Context: an optimization exercise on an open-source flow, tuned for small area and a short achievable clock period. The choices shown serve that exercise and are no tape-out recipe.
Power and IR drop assume default switching activity.

==> wip/zinc <==
==> flow/design.v (excerpt) <==
module ip_stride #(parameter IP_TRACKER_COUNT = 8)
(
	input   logic 			clk,
	input   logic 			rst,
	input   logic   [63:0]  addr_i,
	input 	logic 	[63:0]	ip_i,
	output 	logic 	[63:0]	pref_addr1_o,
	output 	logic 	        pref_valid1_o,
	output 	logic 	[63:0]	pref_addr2_o,
	output 	logic 	        pref_valid2_o,
	output 	logic 	[63:0]	pref_addr3_o,
	output 	logic 	        pref_valid3_o
);
==> module ip_stride, before the edit <==
module ip_stride #(parameter IP_TRACKER_COUNT = 8)
(
	input   logic 			clk,
	input   logic 			rst,
	input   logic   [63:0]  addr_i,
	input 	logic 	[63:0]	ip_i,
	output 	logic 	[63:0]	pref_addr1_o,
	output 	logic 	        pref_valid1_o,
	output 	logic 	[63:0]	pref_addr2_o,
	output 	logic 	        pref_valid2_o,
	output 	logic 	[63:0]	pref_addr3_o,
	output 	logic 	        pref_valid3_o
);
localparam N = IP_TRACKER_COUNT;
localparam CW = 58;
logic [63:0]   ip       [N];
logic [CW-1:0] last_cla [N];
logic [CW-1:0] pred     [N];
logic [N-1:0]  vld;
logic [N-1:0]  lru;
logic          pref_valid1, pref_valid2, pref_valid3;
logic [CW-1:0] cla;
assign cla = addr_i[63:6];
logic          ip_zero;
logic [N-1:0]  eq, vmatch, match, sel, victim, wsel;
logic          hit;
assign ip_zero = (ip_i == 64'd0);
genvar gi;
generate
	for (gi = 0; gi < N; gi++) begin : g_cmp
		ips_eq64 u_eq (.a(ip[gi]), .b(ip_i), .eq(eq[gi]));
	end
endgenerate
always_comb begin
	for (int i = 0; i < N; i++) begin
		vmatch[i] = vld[i] & eq[i];
		match[i]  = vmatch[i] | (~vld[i] & ip_zero);
	end
end
assign hit = |match;
always_comb begin
	sel = '0;
	for (int i = 0; i < N; i++) begin
		sel[i] = match[i];
		for (int j = i + 1; j < N; j++)
			if (match[j]) sel[i] = 1'b0;
	end
end
always_comb begin
	victim = '0;
	for (int i = 0; i < N; i++) begin
		victim[i] = ~lru[i];
		for (int j = 0; j < i; j++)
			if (~lru[j]) victim[i] = 1'b0;
	end
end
logic [N*CW-1:0] lc_flat, pr_flat;
always_comb begin
	for (int i = 0; i < N; i++) begin
		lc_flat[i*CW +: CW] = last_cla[i];
		pr_flat[i*CW +: CW] = pred[i];
	end
end
logic [CW-1:0] lsel, rd_pred;
ips_sel9 #(.W(CW)) u_lsel (.sel({~hit, vmatch}), .d({cla, lc_flat}), .q(lsel));
ips_sel8 #(.W(CW)) u_psel (.sel(vmatch), .d(pr_flat), .q(rd_pred));
logic [CW-1:0] p1, p2, p3;
ips_pref #(.W(CW)) u_pref (.c(cla), .l(lsel), .p1(p1), .p2(p2), .p3(p3));
assign pref_addr1_o = {p1, 6'b000000};
assign pref_addr2_o = {p2, 6'b000000};
assign pref_addr3_o = {p3, 6'b000000};
assign pref_valid1_o = pref_valid1;
assign pref_valid2_o = pref_valid2;
assign pref_valid3_o = pref_valid3;
logic stride_nz, we, stride_match;
assign stride_nz    = (cla != lsel);
assign we           = ~hit | stride_nz;
assign wsel         = hit ? sel : victim;
assign stride_match = (cla == rd_pred);
logic [N-1:0] lru_set, lru_nxt;
assign lru_set = lru | wsel;
assign lru_nxt = (&lru_set) ? wsel : lru_set;
localparam TW = 64 + 2*CW;
logic [N-1:0] wen, nwen;
logic [TW-1:0] tr_q [N];
logic [TW-1:0] tr_d [N];
assign wen  = {N{we}} & wsel;
assign nwen = ~wen;
generate
	for (gi = 0; gi < N; gi++) begin : g_hold
		assign tr_q[gi] = {ip[gi], last_cla[gi], pred[gi]};
		ips_hold #(.W(TW)) u_hold (.en(wen[gi]), .nen(nwen[gi]), .d({ip_i, cla, p1}), .q(tr_q[gi]), .y(tr_d[gi]));
	end
endgenerate
always_ff @(posedge clk) begin
	for (int i = 0; i < N; i++)
		{ip[i], last_cla[i], pred[i]} <= tr_d[i];
end
always_ff @(posedge clk) begin
	if (rst) begin
		vld         <= '0;
		lru         <= '0;
		pref_valid1 <= 1'b0;
		pref_valid2 <= 1'b0;
		pref_valid3 <= 1'b0;
	end else if (we) begin
		vld <= vld | wsel;
		lru <= lru_nxt;
		if (hit) begin
			pref_valid1 <= stride_match & (p1[CW-1:6] == cla[CW-1:6]);
			pref_valid2 <= stride_match & (p2[CW-1:6] == cla[CW-1:6]);
			pref_valid3 <= stride_match & (p3[CW-1:6] == cla[CW-1:6]);
		end
	end
end
endmodule  
Settings: LEC_CHECK=0, CAP_MARGIN=20, CORE_MARGIN=2, CORE_UTILIZATION=40, SETUP_SLACK_MARGIN=5, SLEW_MARGIN=20, SYNTH_HIERARCHICAL=1; clock period 20.0 ns.
standard.sh (not shown) runs the stock make flow with config.mk's settings and CLKGATE_MAP_FILE= SYNTH_SCRIPT=/design/flow/synth_recipe.tcl, a recipe that flattens the netlist after the stock synthesis.
==> flow/flow/run.sh <==
#!/bin/bash
# Layout flow: the standard flow (standard synthesis unchanged), with
#  - a larger setup margin for the resizer's timing repair, so that it keeps
#    shortening the input-to-output paths below the 20 ns clock, and
#  - plain buffers (instead of the default delay-cell buffers) on the ports.
# Each tool's full output goes to the ORFS logs under orfs/logs; make's own
# output goes to standard.log.
set -euo pipefail
MARGIN=${MARGIN:-8}
bash standard.sh \
  SETUP_SLACK_MARGIN=$MARGIN \
  "BUFFER_PORTS_ARGS=-buffer_cell sky130_fd_sc_hd__buf_2" \
  finish > standard.log 2>&1
==> wip/nickel: changes against wip/zinc <==
--- a/flow/design.v
+++ b/flow/design.v
@@ -31,13 +31,9 @@
 		ips_eq64 u_eq (.a(ip[gi]), .b(ip_i), .eq(eq[gi]));
 	end
 endgenerate
-always_comb begin
-	for (int i = 0; i < N; i++) begin
-		vmatch[i] = vld[i] & eq[i];
-		match[i]  = vmatch[i] | (~vld[i] & ip_zero);
-	end
-end
-assign hit = |match;
+logic nohit;
+ips_match #(.N(N)) u_match (.eq(eq), .vld(vld), .ipz(ip_zero), .vmatch(vmatch), .match(match), .nohit(nohit));
+assign hit = ~nohit;
 always_comb begin
 	sel = '0;
 	for (int i = 0; i < N; i++) begin
@@ -62,7 +58,7 @@
 	end
 end
 logic [CW-1:0] lsel, rd_pred;
-ips_sel9 #(.W(CW)) u_lsel (.sel({~hit, vmatch}), .d({cla, lc_flat}), .q(lsel));
+ips_sel9 #(.W(CW)) u_lsel (.sel({nohit, vmatch}), .d({cla, lc_flat}), .q(lsel));
 ips_sel8 #(.W(CW)) u_psel (.sel(vmatch), .d(pr_flat), .q(rd_pred));
 logic [CW-1:0] p1, p2, p3;
 ips_pref #(.W(CW)) u_pref (.c(cla), .l(lsel), .p1(p1), .p2(p2), .p3(p3));
@@ -210,3 +206,16 @@
 );
 assign y = ({W{en}} & d) | ({W{nen}} & q);
 endmodule
+module ips_match #(parameter N = 8)
+(
+	input  logic [N-1:0] eq,
+	input  logic [N-1:0] vld,
+	input  logic         ipz,
+	output logic [N-1:0] vmatch,
+	output logic [N-1:0] match,
+	output logic         nohit
+);
+assign vmatch = vld & eq;
+assign match  = vmatch | (~vld & {N{ipz}});
+assign nohit  = ~(|vmatch) & ~(ipz & ~(&vld));
+endmodule
==> flow/flow/run.sh (replaced) <==
#!/bin/bash
# Layout flow: the standard flow (standard synthesis unchanged), with
#  - a setup margin for the resizer's timing repair,
#  - plain buffers (instead of the default delay-cell buffers) on the ports,
#  - a clock tree of mid-size clock buffers over larger sink clusters,
#    without dummy loads.
# Each tool's full output goes to the ORFS logs under orfs/logs; make's own
# output goes to standard.log.
set -euo pipefail
MARGIN=${MARGIN:-6.5}
bash standard.sh \
  SETUP_SLACK_MARGIN=$MARGIN \
  "BUFFER_PORTS_ARGS=-buffer_cell sky130_fd_sc_hd__buf_2" \
  "CTS_ARGS=-sink_clustering_enable -repair_clock_nets -dont_use_dummy_load -buf_list sky130_fd_sc_hd__clkbuf_8 -sink_clustering_size 16 -sink_clustering_max_diameter 50" \
  finish > standard.log 2>&1
==> summary of the runs <==
- Against wip/zinc, the final cell count of wip/nickel is smaller by about 2.4%.
- Die area is about the same in wip/zinc and wip/nickel.
- Of wip/nickel and wip/zinc, wip/nickel has the higher sequential share of layout area (gap 2.3 points).
- Of wip/zinc and wip/nickel, wip/zinc has the higher clock power (gap 87%, measured against wip/nickel).
- In wip/nickel the routed wire length is lower than in wip/zinc, by 2.3%.
- Against wip/zinc, the sequential power of wip/nickel is lower by 15%.
- Critical path depth: wip/zinc is higher than wip/nickel (6).
- Of wip/nickel and wip/zinc, wip/nickel has the higher worst setup slack (gap 0.17 ns).
- In wip/zinc the global-route usage is higher than in wip/nickel, by 0.68 points.
- Clock skew: wip/nickel is higher than wip/zinc (0.086 ns).
==> figures <==
Count of cells resized by post-cts repair: wip/zinc 802; wip/nickel 903
Mux cell area share after synthesis: wip/zinc 0.000286; wip/nickel 0
Final Skew: wip/zinc 0.0489 ns; wip/nickel 0.135 ns
Comb power frac: wip/zinc 0.331; wip/nickel 0.353
Count of routing violations after the opening detailed-route iteration: wip/zinc 6842; wip/nickel 6528
Final-layout clock buffer total: wip/zinc 231; wip/nickel 136
Number of placed instances, taps included: wip/zinc 8738; wip/nickel 8780
Worst Path Buf+Inv: wip/zinc 13; wip/nickel 6
Vertical die dimension: wip/zinc 422 um; wip/nickel 422 um
Result of the run: wip/zinc finished clean; wip/nickel finished clean
GPL Wtd Cong: wip/zinc 0.977; wip/nickel 0.986
Postcts setup bufs: wip/zinc 390; wip/nickel 298
Simple-gate portion of the synthesized area: wip/zinc 0.0621; wip/nickel 0.0614
Area share of the largest cell type after synthesis: wip/zinc 0.418; wip/nickel 0.419
Fraction of area in multi-input gates: wip/zinc 0.469; wip/nickel 0.486
Final WS setup: wip/zinc 5.25 ns; wip/nickel 5.41 ns
Cell chosen for the clock root: wip/zinc sky130_fd_sc_hd__clkbuf_16; wip/nickel sky130_fd_sc_hd__clkbuf_8
Gate Count Post-Synth: wip/zinc 6503; wip/nickel 6497
Wire length after detailed routing: wip/zinc 283000 um; wip/nickel 276000 um
Portion of total power attributed to the clock network: wip/zinc 0.280; wip/nickel 0.201
Synthesized-area fraction occupied by xor and xnor cells: wip/zinc 0.114; wip/nickel 0.114
Critical path's slowest cell: wip/zinc sky130_fd_sc_hd__nor4_4; wip/nickel sky130_fd_sc_hd__or4_4
Function was not checked in any run of this note: the RTL went through the layout flow alone.

## re-timing with driven ports
Ports are ideal in the flow. The routed layouts listed here were re-timed in OpenROAD. Step 1 sets driving cells, clkbuf_16 on the clock port and buf_2 on the other inputs (assumed; they add their load-dependent delay and slew). Step 2 times the ports against the registers' clock, not the clock port: input delays grow and output delays shrink by t, the midpoint of the rising clock arrivals with the driver on. Slacks: no drivers / after step 1 / after step 2; pairs: no drivers / after step 1.
| run | shift t [ns] | slack for setup (ns) | latest minus earliest clock arrival (ns) |
|---|---|---|---|
| wip/zinc | 0.893 | 5.246 / 5.176 / 5.176 | 0.048 / 0.049 |
| wip/nickel | 0.934 | 5.412 / 5.350 / 5.350 | 0.135 / 0.135 |
After both steps every run listed still meets setup and hold. For wip/zinc, which loses most, drivers alone change the setup slack by -0.070 ns; drivers and shift together by -0.070 ns.
